Background: an optimization exercise with open tools, aiming at small area and a short achievable clock period. Do not read the settings as production practice. Only simulation tests tie the RTL to the original design; equivalence was not proved. The clock input has no modelled driver; a real chip could not lean on it and would need a root buffer or a full tree. Power figures rest on the tool's default switching activity, not on a simulated workload.

`flow/config.mk`:
```
export PLATFORM = sky130hd
export DESIGN_NAME = SPI_TOP
export DESIGN_NICKNAME = SPI_TOP
export VERILOG_FILES = /design/flow/design.v
export SDC_FILE = /design/flow/constraint.sdc
export NUM_CORES = 8
export LEC_CHECK = 0
export CAP_MARGIN = 30
export CORE_MARGIN = 2
export CORE_UTILIZATION = 70
export SETUP_SLACK_MARGIN = 3.8
export SLEW_MARGIN = 40
export SYNTH_HIERARCHICAL = 1
export SYNTH_MINIMUM_KEEP_SIZE = 0
```
`flow/constraint.sdc`:
```
create_clock -name core_clock -period 6.0 [get_ports {clk}]
set_input_delay 1.2000 -clock core_clock [delete_from_list [all_inputs] [get_ports {clk}]]
set_output_delay 1.2000 -clock core_clock [all_outputs]
set_load 0.01 [all_outputs]
```
`flow/design.v`:
```
module deserializer(
    input serial_data,
    input clk,rst,
    input deser_en,
    output reg[9:0] parallel_data,
    output reg data_valid,
    output wire complete     
);
reg [3:0] counter;
wire full = (counter == 4'd10);
assign complete = deser_en & (counter == 4'd9);
always @(posedge clk,negedge rst) begin
    if (!rst) begin
        counter<=4'b0;
        data_valid<=1'b0;
    end
    else begin
        data_valid <= deser_en & full;
        if (deser_en)
            counter <= full ? 4'd0 : counter + 1'b1;
    end
end
always @(posedge clk) begin
    if (deser_en & !full)
        parallel_data<={serial_data,parallel_data[9:1]};
end
endmodule
module SERIALIZER(
    input rst,clk,
    input [7:0] data,
    output reg ser_out,
    input data_valid,ss_n
);
reg [7:0] registers;
reg [3:0] counter;
always @(posedge clk,negedge rst)
begin
  if(!rst)
  begin
    counter<=4'b0000;
    registers<=8'b00;
    ser_out<=1'b0;
  end
  else if(data_valid)
  begin
    registers<=data;
    ser_out<=1'b0;
    counter<=4'b0000;
  end
  else if(!ss_n)
  begin
    if (counter!=4'd8) begin
      {registers,ser_out}<={1'b0,registers};
      counter<=counter+1'b1;
    end
    else begin
      counter<=4'd0;
    end
  end
  else
    counter<=4'b0000;
end
endmodule
module Single_Port_Asyn_RAM #(parameter MEM_DEPTH =256,parameter ADDR_SIZE=8)( 
    input [9:0]din,
    input clk,rst,rx_valid,
    input rx_complete,
    input MOSI,
    output [7:0] dout,
    output reg tx_valid
);
localparam NG = 24;
function [8:0] conv;
    input [7:0] a;
    reg hi, k3;
    begin
        hi = a[7] & a[6];
        k3 = a[5] & a[4];
        conv[8:4] = !hi ? a[7:3] : (!k3 ? {1'b0, a[3:0]} : {2'b10, a[2:0]});
        conv[3:0] = !hi ? {1'b0, a[2:0]} : (!k3 ? {2'b10, a[5:4]} : {3'b100, a[3]});
    end
endfunction
wire cmd_wa = rx_valid & (din[9:8] == 2'b00);
wire cmd_wr = rx_valid & (din[9:8] == 2'b01);
wire ld_ra = rx_complete & MOSI & !din[9];
reg [8:0] read_address;
reg wa_set;    
always @(posedge clk,negedge rst) begin
    if (!rst) begin
        tx_valid<=1'b0;
        read_address<=9'b0;
        wa_set<=1'b0;
    end
    else begin
        tx_valid <= rx_valid & (din[9:8] == 2'b11);
        if (ld_ra)
            read_address <= conv(din[8:1]);
        if (cmd_wa)
            wa_set <= 1'b1;
    end
end
reg [8:0] write_address;
reg [7:0] wd_p;
reg pend;
wire wa_zero = cmd_wr & !wa_set;
wire pend_n = cmd_wa ? 1'b0 : cmd_wr ? 1'b1 : pend;
always @(posedge clk) begin
    if (cmd_wa | wa_zero)
        write_address <= cmd_wa ? conv(din[7:0]) : 9'b0;
    pend <= pend_n;
    if (cmd_wr)
        wd_p <= din[7:0];
end
reg [3:0] p11, p10;
wire [3:0] p11_n = (p11 == 4'd10) ? 4'd0 : p11 + 1'b1;
wire [3:0] p10_n = (p10 == 4'd9)  ? 4'd0 : p10 + 1'b1;
always @(posedge clk) begin
    if (p11 != 4'd10)
        p11 <= p11 + 1'b1;
    else
        p11 <= 4'd0;
    if (p10 != 4'd9)
        p10 <= p10 + 1'b1;
    else
        p10 <= 4'd0;
end
wire [3:0] w_slot_n = wa_zero ? 4'd0 : write_address[3:0];
wire [1:0] w_hi_n = wa_zero ? 2'd0 : write_address[8:7];
wire [2:0] w_lo_n = wa_zero ? 3'd0 : write_address[6:4];
reg [2:0] wsel;
reg [7:0] wlo;
reg r_hit, fwd;
always @(posedge clk) begin
    wsel[0] <= pend_n & (w_hi_n == 2'd0) & (w_slot_n == p11_n);
    wsel[1] <= pend_n & (w_hi_n == 2'd1) & (w_slot_n == p11_n);
    wsel[2] <= pend_n & (w_hi_n == 2'd2) & (w_slot_n == p10_n);
    wlo <= 8'd1 << w_lo_n;
    r_hit <= read_address[3:0] == (read_address[8] ? p10 : p11);
    fwd <= pend & !wa_zero & (write_address == read_address);
end
wire [8*NG-1:0] tails;
wire [7:0] wdn = ~wd_p;
genvar g;
generate
for (g = 0; g < NG; g = g + 1) begin : grp
    localparam L = (g < 16) ? 11 : 10;
    reg [8*L-1:0] ring;
    wire we = wsel[g / 8] && wlo[g % 8];
    assign tails[8*g +: 8] = ring[8*L-1 -: 8];
    wire [7:0] head;
    ring_head hd [7:0] (.wdn(wdn), .wen(!we), .t(ring[8*L-1 -: 8]), .h(head));
    always @(posedge clk)
        ring <= {ring[8*L-9:0], head};
end
endgenerate
reg [7:0] rlo;
always @(posedge clk)
    rlo <= 8'd1 << read_address[6:4];
wire [1:0] r_hi = read_address[8:7];
wire [23:0] tsel_b;
genvar h;
generate
for (h = 0; h < 3; h = h + 1) begin : rb
    sel8 s (.d(tails[64*h +: 64]), .oh(rlo), .y(tsel_b[8*h +: 8]));
end
endgenerate
reg [7:0] tsel, rbuf;
always @(posedge clk) begin
    tsel <= (r_hi == 2'd0) ? tsel_b[7:0] : (r_hi == 2'd1) ? tsel_b[15:8] : tsel_b[23:16];
    if (fwd)
        rbuf <= wd_p;
    else if (r_hit)
        rbuf <= tsel;
end
assign dout = rbuf;
endmodule
module ring_head(input wdn, input wen, input t, output h);
assign h = ~((wdn | wen) & ~(t & wen));
endmodule
module sel8(input [63:0] d, input [7:0] oh, output [7:0] y);
reg [7:0] acc;
integer k;
always @(*) begin
    acc = 8'd0;
    for (k = 0; k < 8; k = k + 1)
        acc = acc | (d[8*k +: 8] & {8{oh[k]}});
end
assign y = acc;
endmodule
module SPI_Slave(
    input MOSI,
    input clk,rst,ss_n,
    input tx_valid,
    output wire MISO,
    input [7:0]tx_data,
    output wire [9:0]rx_data,
    output wire rx_valid,
    output wire rx_complete
);
reg start_q, shift_q;
always @(posedge clk,negedge rst) begin
    if (!rst) begin
        start_q <= 1'b0;
        shift_q <= 1'b0;
    end
    else begin
        start_q <= !ss_n & !start_q & !shift_q;
        shift_q <= !ss_n & (start_q | shift_q);
    end
end
deserializer  Deserializer_SPI(
    .serial_data(MOSI),
    .clk(clk),
    .rst(rst),
    .deser_en(shift_q),
    .parallel_data(rx_data),
    .data_valid(rx_valid),
    .complete(rx_complete)
);
SERIALIZER SERIALIZER_SPI(
   .rst(rst),
   .clk(clk),
   .data(tx_data),
   .ser_out(MISO),
   .data_valid(tx_valid),
   .ss_n(ss_n)
);
endmodule
module SPI_TOP(
    input clk,
	input rst,
	input ss_n,
	input MOSI, 
	output MISO
);
	wire [9:0] SLAVE_RAM;
	wire [7:0] RAM_SLAVE;
	wire tx_valid, rx_valid, rx_complete;
	SPI_Slave SPI_SLAVE 
	(
		.MOSI(MOSI),
		.MISO(MISO),
		.ss_n(ss_n),
		.clk(clk),
		.rst(rst),
		.rx_data(SLAVE_RAM),
		.rx_valid(rx_valid),
		.rx_complete(rx_complete),
		.tx_data(RAM_SLAVE),
		.tx_valid(tx_valid)
	);
	Single_Port_Asyn_RAM RAM
	(
		.clk(clk),
		.rst(rst),
		.din(SLAVE_RAM),
		.rx_valid(rx_valid),
		.rx_complete(rx_complete),
		.MOSI(MOSI),
		.dout(RAM_SLAVE),
		.tx_valid(tx_valid)
	);
endmodule
```
`flow/flow/run.sh`:
```
#!/bin/bash
# Layout flow: the standard ORFS flow (standard.sh), with these changes:
# - the flip-flop driving MISO's output buffer is moved next to that buffer
#   before detailed placement, and its hold loop reads the buffer's output (the
#   same signal), so the flip-flop drives the buffer alone (flow/miso.tcl);
# - ports get a buf_4 (resized later as needed) rather than the default pick;
set -euo pipefail
export PRE_DETAIL_PLACE_TCL="$PWD/flow/miso.tcl"
export POST_CTS_TCL="$PWD/flow/quad_ct.tcl"
export BUFFER_PORTS_ARGS="-buffer_cell sky130_fd_sc_hd__buf_4"
export CTS_ARGS="-sink_clustering_enable -repair_clock_nets -sink_clustering_size 32 -sink_clustering_max_diameter 80 -dont_use_dummy_load"
bash standard.sh synth > log_synth.txt 2>&1
bash standard.sh floorplan > log_floorplan.txt 2>&1
bash standard.sh place > log_place.txt 2>&1
bash standard.sh cts > log_cts.txt 2>&1
bash standard.sh route > log_route.txt 2>&1
bash standard.sh finish > log_finish.txt 2>&1
```
`flow/flow/miso.tcl`:
```
# Place the flip-flop that drives the MISO port's buffer next to that buffer,
# which the flow has placed at the port. The flip-flop's other loads (its own
# hold loop) are moved onto the buffer's output, the same signal, and placed
# beside it, so the flip-flop drives the buffer alone; detailed placement then
# legalizes.
set block [ord::get_db_block]
set bt [$block findBTerm MISO]
set onet [$bt getNet]
set buf ""
foreach it [$onet getITerms] { if {[$it isOutputSignal]} { set buf [$it getInst] } }
if {$buf ne ""} {
  set ff ""; set qnet ""
  foreach it [$buf getITerms] {
    if {[$it isInputSignal]} {
      set qnet [$it getNet]
      foreach it2 [$qnet getITerms] { if {[$it2 isOutputSignal]} { set ff [$it2 getInst] } }
    }
  }
  if {$ff ne ""} {
    set loc [$buf getLocation]
    set fw [[$ff getMaster] getWidth]
    set x [expr {[lindex $loc 0] - $fw}]
    if {$x < 0} { set x [expr {[lindex $loc 0] + [[$buf getMaster] getWidth]}] }
    puts "miso.tcl: moving [$ff getName] from [$ff getLocation] to $x [lindex $loc 1] (buffer [$buf getName] at $loc)"
    $ff setLocation $x [lindex $loc 1]
    $ff setPlacementStatus PLACED
    set cx $x
    foreach it [$qnet getITerms] {
      set i [$it getInst]
      if {$i eq $ff || $i eq $buf || [$it isOutputSignal]} continue
      $it disconnect
      $it connect $onet
      set cx [expr {$cx - [[$i getMaster] getWidth]}]
      if {$cx < 0} { set cx [expr {[lindex $loc 0] + [[$buf getMaster] getWidth]}] }
      $i setLocation $cx [lindex $loc 1]
      $i setPlacementStatus PLACED
      puts "miso.tcl: [$i getName]/[[$it getMTerm] getName] now reads the buffer's output, placed beside it"
    }
  }
}
```
`flow/flow/quad_ct.tcl`:
```
# Rebuild the top of the clock tree: the clock port drives NQ root buffers,
# each placed at the centroid of, and driving, the leaf clock
# buffers of its part of the die. The tree synthesis's upper levels are removed.
proc quad_ct {nq} {
  set block [ord::get_db_block]
  set bt [$block findBTerm clk]
  set pnet [$bt getNet]
  # the upper-level buffers: clock buffers whose loads are all clock buffers
  set upper {}
  set leaves {}
  foreach inst [$block getInsts] {
    set m [[$inst getMaster] getName]
    if {![string match "sky130_fd_sc_hd__clkbuf_*" $m]} continue
    set out ""
    foreach it [$inst getITerms] { if {[$it isOutputSignal]} { set out $it } }
    set onet [$out getNet]
    set allbuf 1; set n 0
    foreach it [$onet getITerms] {
      if {$it eq $out} continue
      incr n
      if {![string match "sky130_fd_sc_hd__clkbuf_*" [[[$it getInst] getMaster] getName]]} { set allbuf 0 }
    }
    if {$allbuf && $n > 0} { lappend upper $inst } else { lappend leaves $inst }
  }
  # centroid of leaves
  set sx 0; set sy 0
  foreach l $leaves { set loc [$l getLocation]; set sx [expr {$sx + [lindex $loc 0]}]; set sy [expr {$sy + [lindex $loc 1]}] }
  set cx [expr {$sx / [llength $leaves]}]; set cy [expr {$sy / [llength $leaves]}]
  # partition leaves into nq parts by angle around the centroid
  set parts {}
  for {set k 0} {$k < $nq} {incr k} { lappend parts {} }
  foreach l $leaves {
    set loc [$l getLocation]
    set a [expr {atan2([lindex $loc 1] - $cy, [lindex $loc 0] - $cx)}]
    set k [expr {int(floor(($a + 3.14159265358979) / (2*3.14159265358979) * $nq)) % $nq}]
    lset parts $k [concat [lindex $parts $k] [list $l]]
  }
  # remove the upper levels
  foreach u $upper {
    foreach it [$u getITerms] {
      set n [$it getNet]
      if {[$it isOutputSignal] && $n ne "NULL"} { $it disconnect; odb::dbNet_destroy $n } elseif {$n ne "NULL"} { $it disconnect }
    }
    odb::dbInst_destroy $u
  }
  set master [[ord::get_db] findMaster sky130_fd_sc_hd__clkbuf_16]
  for {set k 0} {$k < $nq} {incr k} {
    set ls [lindex $parts $k]
    if {[llength $ls] == 0} continue
    set sx 0; set sy 0
    foreach l $ls { set loc [$l getLocation]; set sx [expr {$sx + [lindex $loc 0]}]; set sy [expr {$sy + [lindex $loc 1]}] }
    set qx [expr {$sx / [llength $ls]}]; set qy [expr {$sy / [llength $ls]}]
    set q [odb::dbInst_create $block $master "clkroot_$k"]
    $q setLocation $qx $qy
    $q setPlacementStatus PLACED
    set qnet [odb::dbNet_create $block "clkroot_net_$k"]
    $qnet setSigType CLOCK
    foreach it [$q getITerms] {
      if {[$it isInputSignal]} { $it connect $pnet }
      if {[$it isOutputSignal]} { $it connect $qnet }
    }
    foreach l $ls {
      foreach it [$l getITerms] { if {[$it isInputSignal]} { $it disconnect; $it connect $qnet } }
    }
    puts "quad_ct: root $k at $qx $qy drives [llength $ls] leaves"
  }
  puts "quad_ct: removed [llength $upper] upper buffers, [llength $leaves] leaves"
}
# Cell choice: buf_16 roots and buf_12 leaves are faster than clkbuf_16 at
# these loads (and the leaves smaller).
proc swap_ct {rootm leafm} {
  set db [ord::get_db]; set block [ord::get_db_block]
  set rm [$db findMaster $rootm]; set lm [$db findMaster $leafm]
  set nr 0; set nl 0
  foreach inst [$block getInsts] {
    set n [$inst getName]
    if {[string match "clkroot_*" $n]} { $inst swapMaster $rm; incr nr } elseif {[[$inst getMaster] getName] eq "sky130_fd_sc_hd__clkbuf_16"} { $inst swapMaster $lm; incr nl }
  }
  puts "swap_ct: $nr roots to $rootm, $nl leaves to $leafm"
}
proc fix_leaf_slew {limit} {
  set db [ord::get_db]; set block [ord::get_db_block]
  set bm [$db findMaster sky130_fd_sc_hd__buf_16]
  set_propagated_clock [all_clocks]
  estimate_parasitics -placement
  set up 0
  foreach inst [$block getInsts] {
    if {[[$inst getMaster] getName] ne "sky130_fd_sc_hd__buf_12"} continue
    set out ""
    foreach it [$inst getITerms] { if {[$it isOutputSignal]} { set out [$it getNet] } }
    if {$out eq "" || $out eq "NULL"} continue
    set worst 0
    foreach it [$out getITerms] {
      if {[$it isOutputSignal]} continue
      set pin [get_pins [[$it getInst] getName]/[[$it getMTerm] getName]]
      foreach edge {rise fall} {
        set s [sta::time_ui_sta [get_property $pin slew_max_$edge]]
        if {$s > $worst} { set worst $s }
      }
    }
    if {$worst * 1e12 > $limit} { $inst swapMaster $bm; incr up }
  }
  puts "fix_leaf_slew: $up leaves to buf_16"
}
quad_ct 4
swap_ct sky130_fd_sc_hd__buf_16 sky130_fd_sc_hd__buf_12
detailed_placement
fix_leaf_slew 116
detailed_placement
check_placement -verbose
```
`flow/standard.sh`:
```
#!/bin/bash
# synth_recipe.tcl (not shown) runs the flow's synth.tcl, then flattens the netlist and writes it again
# the make line also repeats each setting of config.mk as NAME=value (left out here)
make -C /OpenROAD-flow-scripts/flow DESIGN_CONFIG=/design/flow/config.mk WORK_HOME=/design/flow/orfs CLKGATE_MAP_FILE= SYNTH_SCRIPT=/design/flow/synth_recipe.tcl "${@:-finish}"
```
==> run summary, run 1 <==
outcome=no timing/DRC/antenna violations; GRT overflow=0; Setup CP Type=flip-flop to primary output; FF+latch count, synth=roughly 2200; RR Startpoint=SPI_SLAVE.SERIALIZER_SPI.counter[1]; final core utilization=0.741; CP Max Fanout=2; drt pass-1 iters=5; WL/cell=19.3 µm; Least-Margin Pin Slew=approximately 0.85 ns; multiplexer area fraction after synthesis=0.00569; crit-path cells=buf_6; Final setup viols=0; Worst path depth=1; Die H=266 µm; max cap viols=0; most frequent cells in the layout=dfxtp_1 (2082), nand2_1 (269), o21ai_1 (201), a22oi_1 (96), buf_12 (60); Placer Congestion=0.861; post-synthesis compound-gate area fraction=0.0434; Async S/R FF share, synth=0.0144; DRC violations left=0; vias per cell=~5.0; xor/xnor cell area share of the yosys netlist=0.00419; max_slew headroom=0.431; final-stage net count=3048; Seq/Total Area, Yosys=0.906; crit path from=SPI_SLAVE.SERIALIZER_SPI.ser_out; Post-synth EDFFs=35; DR vias=19700; Max stage delay on crit path=0.39 ns; Final HPWL DP=47700 µm; Syn Area/Cell=between 15 and 20 µm²; Critical Path Start Type=flip-flop; initial antenna violation count=2; GRT Overall Usage=0.215; total negative slack=0 ns; DR iter-0 viols=1303; Worst VDD drop=0.316 mV; Most used DFF post-synth=dfxtp_1; syn_nets=3007; register clock-pin slew on the reported worst setup and hold paths=0.11 ns; share of cells above drive strength 1=0.0369; CP Capture Type=primary output; FP Rows=96; Final min period=~2.1 ns; fmax=0.467 GHz; Synth Area in Simple Gates=0.0339; period utilization=0.357; commonest non-fill, non-tap cell in the layout=dfxtp_1; adder-cell share of the synthesized area=0.00156; starting density of the core=0.704; reg2reg end=SPI_SLAVE.SERIALIZER_SPI.ser_out; CP max stage cell=dfrtp_1; reg2reg setup slack=3.99 ns; Core ar.=68300 µm²; pwr dens=409 nW/µm²; fillers=4187; Routed Antenna Nets=0; crit-path leading delay family=flip-flops; vias in the first global route=between 15000 and 20000; Die Span X=266 µm; I/O pin total=5; max-slew violation count=0; clock latency on the worst-skew pair=0.48 ns; buffers added on ports=4; Die Area=70900 µm²; global-route wire length before repair=114000 µm; crit path to=MISO; RSZ-0062 raised after global routing=no; Clock Skew=0.0665 ns; Sink Count=2152; final WL=75500 µm; R2R cell count=5; leak pwr=19.6 nW; Fin. Hold Viols=0; synthesized area=48100 µm²; largest family of logic cells by synthesized area=compound AO/OA/AOI/OAI gates; area grow syn2layout=5.30%; HP Class=flip-flop to flip-flop; pin count of the biggest net entering global routing=33; post-synth cell types=55; Ys Warns=11; Req. time, crit path=4.80 ns; Critical Path AT=between 0.9 and 1 ns; Synth Instances=~3000; CP bufs+invs=1
==> Yosys stat by module (local to each module, per instance), a selection <==
module,times used,cell area (µm²),cells
SERIALIZER,1,622,59
SPI_Slave,1,65.1,4
Single_Port_Asyn_RAM,1,44200,2370
deserializer,1,546,36
ring_head,192,8.76,2
sel8,3,320,48
==> sequential cells by signal (all words and copies together), names as in the netlist, 4 cells and up <==
name                                      cells
RAM.write_address                             9
RAM.p10                                       4
RAM.wd_p                                      8
RAM.rlo                                       8
RAM.grp.ring                               2048
RAM.rbuf                                      8
RAM.p11                                       4
SPI_SLAVE.Deserializer_SPI.parallel_data     10
SPI_SLAVE.SERIALIZER_SPI.counter              4
RAM.tsel                                      8
SPI_SLAVE.Deserializer_SPI.counter            4
RAM.wlo                                       8
RAM.read_address                              9
SPI_SLAVE.SERIALIZER_SPI.registers            8
==> area by class of cell, clock buffers not listed <==
| type | instances | area, µm² | area share |
|---|---|---|---|
| timing repair buffer | 12 | 93.8 | 0.00185 |
| tap | 882 | 1100 | 0.0218 |
| antenna | 1 | 2.50 | 0.0000494 |
| multi-input combinational | 781 | 4270 | 0.0843 |
| buffer | 4 | 110 | 0.00217 |
| sequential | 2152 | 43600 | 0.860 |
| inverter | 19 | 75.1 | 0.00148 |
==> synthesized netlist by cell type, types with 2 or more instances <==
cell type,instances,share of area
ha_1,6,0.0016
dfxtp_1,2086,0.87
o21ai_1,201,0.021
mux2i_1,17,0.0035
and3b_1,5,0.00091
nor2b_1,2,0.00026
nor2_4,2,0.00047
nand2b_1,5,0.00065
nand3b_1,4,0.00062
nand2_1,269,0.021
dfrtp_1,31,0.016
a32oi_1,7,0.0013
o21ai_0,29,0.0030
nor4_1,2,0.00026
or2_2,2,0.00026
a22oi_1,96,0.015
nand4_1,26,0.0034
xnor2_1,22,0.0040
and2_1,2,0.00026
clkbuf_1,26,0.0020
buf_1,13,0.0010
and3_1,4,0.00052
buf_4,3,0.00047
a21oi_1,11,0.0011
mux2_2,8,0.0019
nand3_1,6,0.00062
edfxtp_1,35,0.022
nor3b_1,5,0.00078
inv_1,19,0.0015
nor3_1,12,0.0012
nor2_1,17,0.0013
==> per-layer routing <==
layer / global-route usage / up-vias / routed length [µm]
met3: 0.0322 / 109 / 2860
met5: 0 / - / 26
met1: 0.348 / 9600 / 39500
met2: 0.308 / 291 / 31400
li1: - / 9731 / -
met4: 0.0515 / 4 / 1770
==> where the power goes <==
part	switching, mW	total (mW)	leakage (nW)	internal (mW)
sequential	0.166	14.7	17.5	14.5
combinational	0.148	0.241	1.33	0.0932
clock	3.78	5.77	0.716	1.99
total	4.09	20.7	19.6	16.6
==> stage by stage <==
stage / hold slack, ns / power, mW / worst slack (ns) / cell area [µm²] / cells
floorplan: 0.310 / 15.1 / 4.10 / 48100 / 2997
global placement: 0.310 / 15.3 / 3.90 / 49100 / 3846
detailed placement: 0.312 / 15.3 / 3.69 / 49100 / 3846
global route: 0.295 / 21.4 / 3.82 / 50700 / 3918
finish: 0.294 / 20.7 / 3.86 / 50700 / 3919
==> worst min-delay path by stage <==
| stage | startpoint | slack (ns) | depth (start not counted) | end |
|---|---|---|---|---|
| after floorplan | RAM.grp[0].ring[2] | 0.31 | 0 | RAM.grp[0].ring[10] |
| after global placement | RAM.grp[19].ring[32] | 0.31 | 0 | RAM.grp[19].ring[40] |
| after detailed placement | RAM.grp[12].ring[0] | 0.31 | 0 | RAM.grp[12].ring[8] |
| after global routing | RAM.grp[16].ring[59] | 0.30 | 0 | RAM.grp[16].ring[67] |
| final | RAM.grp[14].ring[21] | 0.29 | 0 | RAM.grp[14].ring[29] |
==> cell families (layout without fill, tap and decap cells) <==
family	count (synthesis)	after routing
DFF	2152	2152
buffers and inverters	64	103
and+or+nand+nor	370	370
other	0	1
adders and majority gates	6	6
AOI/OAI and AO/OA	356	356
muxes	26	26
xor gates and xnor gates	23	23
==> inputs of run 2 (changes only) <==
--- a/flow/design.v
+++ b/flow/design.v
@@ -5,9 +5,9 @@
     output reg[9:0] parallel_data,
     output reg data_valid,
-    output wire complete     
+    output wire issue        
 );
 reg [3:0] counter;
 wire full = (counter == 4'd10);
-assign complete = deser_en & (counter == 4'd9);
+assign issue = deser_en & full;
 always @(posedge clk,negedge rst) begin
     if (!rst) begin
@@ -16,5 +16,5 @@
     end
     else begin
-        data_valid <= deser_en & full;
+        data_valid <= issue;
         if (deser_en)
             counter <= full ? 4'd0 : counter + 1'b1;
@@ -65,23 +65,16 @@
     input [9:0]din,
     input clk,rst,rx_valid,
-    input rx_complete,
-    input MOSI,
+    input rx_issue,
     output [7:0] dout,
     output reg tx_valid
 );
 localparam NG = 24;
-function [8:0] conv;
-    input [7:0] a;
-    reg hi, k3;
-    begin
-        hi = a[7] & a[6];
-        k3 = a[5] & a[4];
-        conv[8:4] = !hi ? a[7:3] : (!k3 ? {1'b0, a[3:0]} : {2'b10, a[2:0]});
-        conv[3:0] = !hi ? {1'b0, a[2:0]} : (!k3 ? {2'b10, a[5:4]} : {3'b100, a[3]});
-    end
-endfunction
+wire hi = din[7] & din[6];
+wire k3 = din[5] & din[4];
+wire [4:0] c_grp  = !hi ? din[7:3] : (!k3 ? {1'b0, din[3:0]} : {2'b10, din[2:0]});
+wire [3:0] c_slot = !hi ? {1'b0, din[2:0]} : (!k3 ? {2'b10, din[5:4]} : {3'b100, din[3]});
 wire cmd_wa = rx_valid & (din[9:8] == 2'b00);
 wire cmd_wr = rx_valid & (din[9:8] == 2'b01);
-wire ld_ra = rx_complete & MOSI & !din[9];
+wire iss_ra = rx_issue & (din[9:8] == 2'b10);
 reg [8:0] read_address;
 reg wa_set;    
@@ -94,6 +87,6 @@
     else begin
         tx_valid <= rx_valid & (din[9:8] == 2'b11);
-        if (ld_ra)
-            read_address <= conv(din[8:1]);
+        if (iss_ra)
+            read_address <= {c_grp, c_slot};
         if (cmd_wa)
             wa_set <= 1'b1;
@@ -107,5 +100,5 @@
 always @(posedge clk) begin
     if (cmd_wa | wa_zero)
-        write_address <= cmd_wa ? conv(din[7:0]) : 9'b0;
+        write_address <= cmd_wa ? {c_grp, c_slot} : 9'b0;
     pend <= pend_n;
     if (cmd_wr)
@@ -116,12 +109,6 @@
 wire [3:0] p10_n = (p10 == 4'd9)  ? 4'd0 : p10 + 1'b1;
 always @(posedge clk) begin
-    if (p11 != 4'd10)
-        p11 <= p11 + 1'b1;
-    else
-        p11 <= 4'd0;
-    if (p10 != 4'd9)
-        p10 <= p10 + 1'b1;
-    else
-        p10 <= 4'd0;
+    p11 <= p11_n;
+    p10 <= p10_n;
 end
 wire [3:0] w_slot_n = wa_zero ? 4'd0 : write_address[3:0];
@@ -136,6 +123,6 @@
     wsel[2] <= pend_n & (w_hi_n == 2'd2) & (w_slot_n == p10_n);
     wlo <= 8'd1 << w_lo_n;
-    r_hit <= read_address[3:0] == (read_address[8] ? p10 : p11);
-    fwd <= pend & !wa_zero & (write_address == read_address);
+    r_hit <= read_address[3:0] == (read_address[8] ? p10_n : p11_n);
+    fwd <= pend_n & (wa_zero ? (read_address == 9'd0) : (write_address == read_address));
 end
 wire [8*NG-1:0] tails;
@@ -154,22 +141,9 @@
 end
 endgenerate
-reg [7:0] rlo;
-always @(posedge clk)
-    rlo <= 8'd1 << read_address[6:4];
-wire [1:0] r_hi = read_address[8:7];
-wire [23:0] tsel_b;
-genvar h;
-generate
-for (h = 0; h < 3; h = h + 1) begin : rb
-    sel8 s (.d(tails[64*h +: 64]), .oh(rlo), .y(tsel_b[8*h +: 8]));
-end
-endgenerate
-reg [7:0] tsel, rbuf;
-always @(posedge clk) begin
-    tsel <= (r_hi == 2'd0) ? tsel_b[7:0] : (r_hi == 2'd1) ? tsel_b[15:8] : tsel_b[23:16];
-    if (fwd)
-        rbuf <= wd_p;
-    else if (r_hit)
-        rbuf <= tsel;
+wire [4:0] r_grp = read_address[8:4];
+reg [7:0] rbuf;
+always @(posedge clk) begin
+    if (r_hit)
+        rbuf <= fwd ? wd_p : tails[8*r_grp +: 8];
 end
 assign dout = rbuf;
@@ -177,14 +151,4 @@
 module ring_head(input wdn, input wen, input t, output h);
 assign h = ~((wdn | wen) & ~(t & wen));
-endmodule
-module sel8(input [63:0] d, input [7:0] oh, output [7:0] y);
-reg [7:0] acc;
-integer k;
-always @(*) begin
-    acc = 8'd0;
-    for (k = 0; k < 8; k = k + 1)
-        acc = acc | (d[8*k +: 8] & {8{oh[k]}});
-end
-assign y = acc;
 endmodule
 module SPI_Slave(
@@ -196,5 +160,5 @@
     output wire [9:0]rx_data,
     output wire rx_valid,
-    output wire rx_complete
+    output wire rx_issue
 );
 reg start_q, shift_q;
@@ -216,5 +180,5 @@
     .parallel_data(rx_data),
     .data_valid(rx_valid),
-    .complete(rx_complete)
+    .issue(rx_issue)
 );
 SERIALIZER SERIALIZER_SPI(
@@ -236,5 +200,5 @@
 	wire [9:0] SLAVE_RAM;
 	wire [7:0] RAM_SLAVE;
-	wire tx_valid, rx_valid, rx_complete;
+	wire tx_valid, rx_valid, rx_issue;
 	SPI_Slave SPI_SLAVE 
 	(
@@ -246,5 +210,5 @@
 		.rx_data(SLAVE_RAM),
 		.rx_valid(rx_valid),
-		.rx_complete(rx_complete),
+		.rx_issue(rx_issue),
 		.tx_data(RAM_SLAVE),
 		.tx_valid(tx_valid)
@@ -256,6 +220,5 @@
 		.din(SLAVE_RAM),
 		.rx_valid(rx_valid),
-		.rx_complete(rx_complete),
-		.MOSI(MOSI),
+		.rx_issue(rx_issue),
 		.dout(RAM_SLAVE),
 		.tx_valid(tx_valid)
==> flow/flow/run.sh (replaced) <==
#!/bin/bash
# Layout flow: the standard ORFS flow (standard.sh), with these changes:
# - the flip-flop driving MISO's output buffer is moved next to that buffer
#   before detailed placement (flow/miso.tcl), so it does not drive a long wire;
# - clock tree synthesis with larger sink clusters and no dummy loads, after
#   which the tree's upper levels are replaced by four root buffers, each
#   driving the leaf buffers of a quarter of the die, with buf_16 roots and
#   buf_12 leaves (flow/quad_ct.tcl);
# each tool's output goes to a log file of its own here.
set -euo pipefail
export PRE_DETAIL_PLACE_TCL="$PWD/flow/miso.tcl"
export POST_CTS_TCL="$PWD/flow/quad_ct.tcl"
export CTS_ARGS="-sink_clustering_enable -repair_clock_nets -sink_clustering_size 32 -sink_clustering_max_diameter 80 -dont_use_dummy_load"
bash standard.sh synth > log_synth.txt 2>&1
bash standard.sh floorplan > log_floorplan.txt 2>&1
bash standard.sh place > log_place.txt 2>&1
bash standard.sh cts > log_cts.txt 2>&1
bash standard.sh route > log_route.txt 2>&1
bash standard.sh finish > log_finish.txt 2>&1
==> flow/flow/miso.tcl (replaced) <==
# Place the flip-flop that drives the MISO port's buffer next to that buffer,
# which the flow has placed at the port, together with the gates of its hold
# loop (the other loads of its output and the gate driving its input), so its
# output drives only short wires; detailed placement then legalizes them.
set block [ord::get_db_block]
set bt [$block findBTerm MISO]
set onet [$bt getNet]
set buf ""
foreach it [$onet getITerms] { if {[$it isOutputSignal]} { set buf [$it getInst] } }
proc place_near {inst x y} {
  puts "miso.tcl: moving [$inst getName] ([[$inst getMaster] getName]) from [$inst getLocation] to $x $y"
  $inst setLocation $x $y
  $inst setPlacementStatus PLACED
}
if {$buf ne ""} {
  set ff ""; set qnet ""
  foreach it [$buf getITerms] {
    if {[$it isInputSignal]} {
      set qnet [$it getNet]
      foreach it2 [$qnet getITerms] { if {[$it2 isOutputSignal]} { set ff [$it2 getInst] } }
    }
  }
  if {$ff ne ""} {
    set loc [$buf getLocation]
    set bx [lindex $loc 0]; set by [lindex $loc 1]
    set fw [[$ff getMaster] getWidth]
    set x [expr {$bx - $fw}]
    set dir -1
    if {$x < 0} { set x [expr {$bx + [[$buf getMaster] getWidth]}]; set dir 1 }
    place_near $ff $x $by
    # the hold loop's gates, placed beside the flip-flop
    set near {}
    foreach it [$qnet getITerms] {
      set i [$it getInst]
      if {$i ne $ff && $i ne $buf && ![$it isOutputSignal]} { lappend near $i }
    }
    foreach it [$ff getITerms] {
      if {[[$it getMTerm] getName] eq "D" && [$it getNet] ne "NULL"} {
        foreach it2 [[$it getNet] getITerms] { if {[$it2 isOutputSignal]} { lappend near [$it2 getInst] } }
      }
    }
    set cx $x
    foreach i [lsort -unique $near] {
      if {$dir < 0} { set cx [expr {$cx - [[$i getMaster] getWidth]}]; place_near $i $cx $by } else { place_near $i [expr {$cx + $fw}] $by; set cx [expr {$cx + [[$i getMaster] getWidth]}] }
    }
  }
}
--- a/flow/flow/quad_ct.tcl
+++ b/flow/flow/quad_ct.tcl
@@ -79,32 +79,6 @@
   puts "swap_ct: $nr roots to $rootm, $nl leaves to $leafm"
 }
-proc fix_leaf_slew {limit} {
-  set db [ord::get_db]; set block [ord::get_db_block]
-  set bm [$db findMaster sky130_fd_sc_hd__buf_16]
-  set_propagated_clock [all_clocks]
-  estimate_parasitics -placement
-  set up 0
-  foreach inst [$block getInsts] {
-    if {[[$inst getMaster] getName] ne "sky130_fd_sc_hd__buf_12"} continue
-    set out ""
-    foreach it [$inst getITerms] { if {[$it isOutputSignal]} { set out [$it getNet] } }
-    if {$out eq "" || $out eq "NULL"} continue
-    set worst 0
-    foreach it [$out getITerms] {
-      if {[$it isOutputSignal]} continue
-      set pin [get_pins [[$it getInst] getName]/[[$it getMTerm] getName]]
-      foreach edge {rise fall} {
-        set s [sta::time_ui_sta [get_property $pin slew_max_$edge]]
-        if {$s > $worst} { set worst $s }
-      }
-    }
-    if {$worst * 1e12 > $limit} { $inst swapMaster $bm; incr up }
-  }
-  puts "fix_leaf_slew: $up leaves to buf_16"
-}
 quad_ct 4
 swap_ct sky130_fd_sc_hd__buf_16 sky130_fd_sc_hd__buf_12
 detailed_placement
-fix_leaf_slew 116
-detailed_placement
 check_placement -verbose
--- a/flow/config.mk
+++ b/flow/config.mk
@@ -8,5 +8,5 @@
 export CAP_MARGIN = 30
 export CORE_MARGIN = 2
-export CORE_UTILIZATION = 70
+export CORE_UTILIZATION = 65
 export SETUP_SLACK_MARGIN = 3.8
 export SLEW_MARGIN = 40
==> run summary, run 2 <==
Syn Area/Cell=16.0 µm² (-0.29%); Max stage delay on crit path=0.39 ns (about the same); Post-synth EDFFs=35 (unchanged); CP Capture Type=primary output; synthesized area=48200 µm² (+0.17%); Placed Instance Area=49300 µm² (+0.41%); max_slew headroom=0.431 (-0.000792); HP Class=flip-flop to flip-flop; total negative slack=0 ns (unchanged); Die Span X=276 µm (+3.8%); register clock-pin slew on the reported worst setup and hold paths=0.12 ns (about the same); outcome=no timing/DRC/antenna violations; Die H=276 µm (+3.8%); drt pass-1 iters=5 (unchanged); final WL=77500 µm (+2.6%); starting density of the core=0.658 (-0.0456); vias per cell=4.90 (-2.7%); DR vias=19700 (-0.31%); Synth Instances=3011 (+0.47%); initial antenna violation count=0 (-2); RSZ-0062 raised after global routing=yes; DR iter-0 viols=1498 (+15%); Clock Skew=0.0798 ns (+0.0133 ns); DRC violations left=0 (unchanged); Critical Path Start Type=flip-flop; FF+latch count, synth=2136 (-0.74%); leak pwr=19.4 nW (-1.1%); post-synth cell types=63 (+15%); final-stage net count=3063 (+0.49%); vias in the first global route=19000 (-1.4%); metal3 WL=2700 µm (-5.7%); pin count of the biggest net entering global routing=64 (+94%); Least-Margin Pin Slew=0.853 ns (+0.00119 ns); I/O pin total=5 (unchanged); Async S/R FF share, synth=0.0145 (+0.000108); Fin. Hold Viols=0 (unchanged); Die Area=76400 µm² (+7.8%); pre-CTS WS=3.40 ns (-0.282 ns); Setup CP Type=flip-flop to primary output; fillers=4837 (+16%); CP bufs+invs=1 (unchanged); max cap viols=0 (unchanged); Post-Layout Inst Area=50800 µm² (+0.34%); max-slew violation count=0 (unchanged); FF/Latch Area=43300 µm² (-0.74%); commonest non-fill, non-tap cell in the layout=dfxtp_1; Worst VDD drop=0.343 mV (+8.7%); Routed Antenna Nets=0 (unchanged); WL/cell=19.3 µm (+0.13%); Final setup viols=0 (unchanged); global-route wire length before repair=117000 µm (+2.2%); clock latency on the worst-skew pair=0.47 ns (about the same); area leader, netlist=dfxtp_1; buffers added on ports=4 (unchanged); Largest register FFs=2048 (unchanged); Largest regs=RAM.grp.ring: 2048 flops, SPI_SLAVE.Deserializer_SPI.parallel_data: 10 flops; most frequent cells in the layout=dfxtp_1 (2070), nand2_1 (255), o21ai_1 (204), mux2i_1 (94), buf_12 (68); CP max stage cell=dfrtp_1; crit-path cells=buf_2; Critical Path AT=0.96 ns (+0.02 ns); Seq/Total Area, Yosys=0.898 (-0.00822); crit-path leading delay family=flip-flops; n_diodes=0 (-1); Final HPWL DP=49500 µm (+3.8%); fmax=0.463 GHz (-0.88%); multi-input logic area=4700 µm² (+10%); CP Max Fanout=2 (unchanged); Power, Total=20.6 mW (-0.52%); Sink Count=2136 (-0.74%); final worst slack=3.84 ns (-0.0190 ns); period utilization=0.360 (+0.00317); GRT overflow=0 (unchanged); Hold WS=0.306 ns (+0.0118 ns); Most used DFF post-synth=dfxtp_1; Placer Congestion=0.873 (+1.5%); FP Rows=99 (+3.1%); M1 WL=40700 µm (+2.9%); Final min period=2.16 ns (+0.0190 ns); Synth top cells by count=dfxtp_1 (2070), nand2_1 (255), o21ai_1 (204); Ys Warns=10 (-1); top-area cell type share of the netlist area=0.860 (-0.00815); DR top layer=met4; share of cells above drive strength 1=0.0367 (-0.000229); Core ar.=73200 µm² (+7.1%); GRT Overall Usage=0.204 (-0.0116); Req. time, crit path=4.80 ns (about the same); count leader, synth=dfxtp_1; met2 WL post-DR=32400 µm (+3.2%); syn_nets=3017 (+0.33%); largest reg by FF count=RAM.grp.ring; pwr dens=405 nW/µm² (-0.86%); area grow syn2layout=5.48%; Synth area leaders=dfxtp_1 (86%), edfxtp_1 (2.2%), o21ai_1 (2.1%)
## run 2: cell types whose count changed in the layout (fill, tap and decap cells not counted), sizes merged, moves of 9 or more
cell   change
nand2     -14
xnor2      -9
nor2      +10
a22oi     -62
nor2b     +10
nand4     -18
a31oi      +9
dfxtp     -16
mux2i     +76
## run 2: per-module statistics from Yosys, one instance, submodules excluded, excerpt
| module | times used | flops+latches |
|---|---|---|
| SERIALIZER | 1 | 13 |
| Single_Port_Asyn_RAM | 1 | 2106 |
| SPI_Slave | 1 | 2 |
| ring_head | 192 | 0 |
| deserializer | 1 | 15 |
## run 2: worst paths after layout
kind | start | end | slack (ns) | depth (start not counted)
max | SPI_SLAVE.SERIALIZER_SPI.ser_out | MISO | 3.84 | 1
min | RAM.grp[22].ring[53] | RAM.grp[22].ring[61] | 0.31 | 0
max reg2reg | RAM.read_address[5] | RAM.rbuf[0] | 3.90 | 6
min reg2reg | RAM.grp[22].ring[53] | RAM.grp[22].ring[61] | 0.31 | 0
max in group asynchronous | rst | RAM.read_address[5] | 4.43 | 2
min in group asynchronous | rst | SPI_SLAVE.SERIALIZER_SPI.counter[3] | 1.16 | 2
## run 2: power breakdown
group          leakage (nW)  switching, mW  total, mW  internal (mW)
Combinational          1.30          0.349      0.595          0.246
Clock                 0.690           3.72       5.62           1.91
Sequential             17.4          0.107       14.4           14.3
Total                  19.4           4.17       20.6           16.4
## run 2: cell families (layout without fill, tap and decap cells)
logic type,after synthesis,after routing,synth area share
flops,2136,2136,0.898
fa+ha+maj,2,2,0.000519
simple gates,364,364,0.0329
xor+xnor,21,21,0.00397
mux,94,94,0.0195
buf+inv,61,105,0.00568
compound gates,333,333,0.0398
## run 2: layout make-up, clock buffers not listed
type	instances	area share
flip-flops and latches	2136	0.851
well taps	959	0.0236
repair buffers	12	0.00214
inverters	21	0.00187
plain buffers	4	0.00217
multi-input cells	814	0.0924
## run 2: worst reg2reg max path: stages (launching register included)
cell      delay (ns)
dfrtp_4         0.47
buf_8           0.24
nand2b_4        0.26
a211oi_1        0.29
nor2_1          0.07
a31oi_1         0.31
a32oi_1         0.16
## run 2: routing by layer
| metal | up-vias | track usage |
|---|---|---|
| met5 | - | 0 |
| met4 | 0 | 0.0482 |
| met3 | 105 | 0.0319 |
| met2 | 265 | 0.298 |
| met1 | 9507 | 0.321 |
| li1 | 9797 | - |
## run 2: stage by stage
stage | std cells | util
detailed placement | 3941 | 0.674
floorplan | 3011 | -
global placement | 3941 | 0.674
global route | 4014 | 0.695
finish | 4014 | 0.695

-- port drivers added, routing unchanged --
Ports are ideal in the flow. The routed layouts listed here were re-timed in OpenROAD. Step 1, drivers: a clkbuf_16 drives clk and a buf_2 each remaining input, both assumed. Step 2 moves the port delays by t, midway between the first and last clock arrival at a register: inputs arrive t later, outputs are due t later. That takes back most of the time a late clock gives input paths. Slacks: no drivers / after step 1 / after step 2; pairs: no drivers / after step 1.
| run | t (ns) | slack for setup (ns) | hold WS [ns] | worst setup path at the end | cell pins on the clock port's net |
|---|---|---|---|---|---|
| run 1 | 0.602 | 3.861 / 3.709 / 3.724 | 0.294 / 0.294 / 0.294 | input to register | 4 |
| run 2 | 0.590 | 3.842 / 3.687 / 3.764 | 0.306 / 0.306 / 0.306 | input to register | 4 |
After both steps every run listed still meets setup and hold. The setup slack of run 1, which loses most, moves by -0.152 ns with the drivers and by -0.137 ns with both steps.
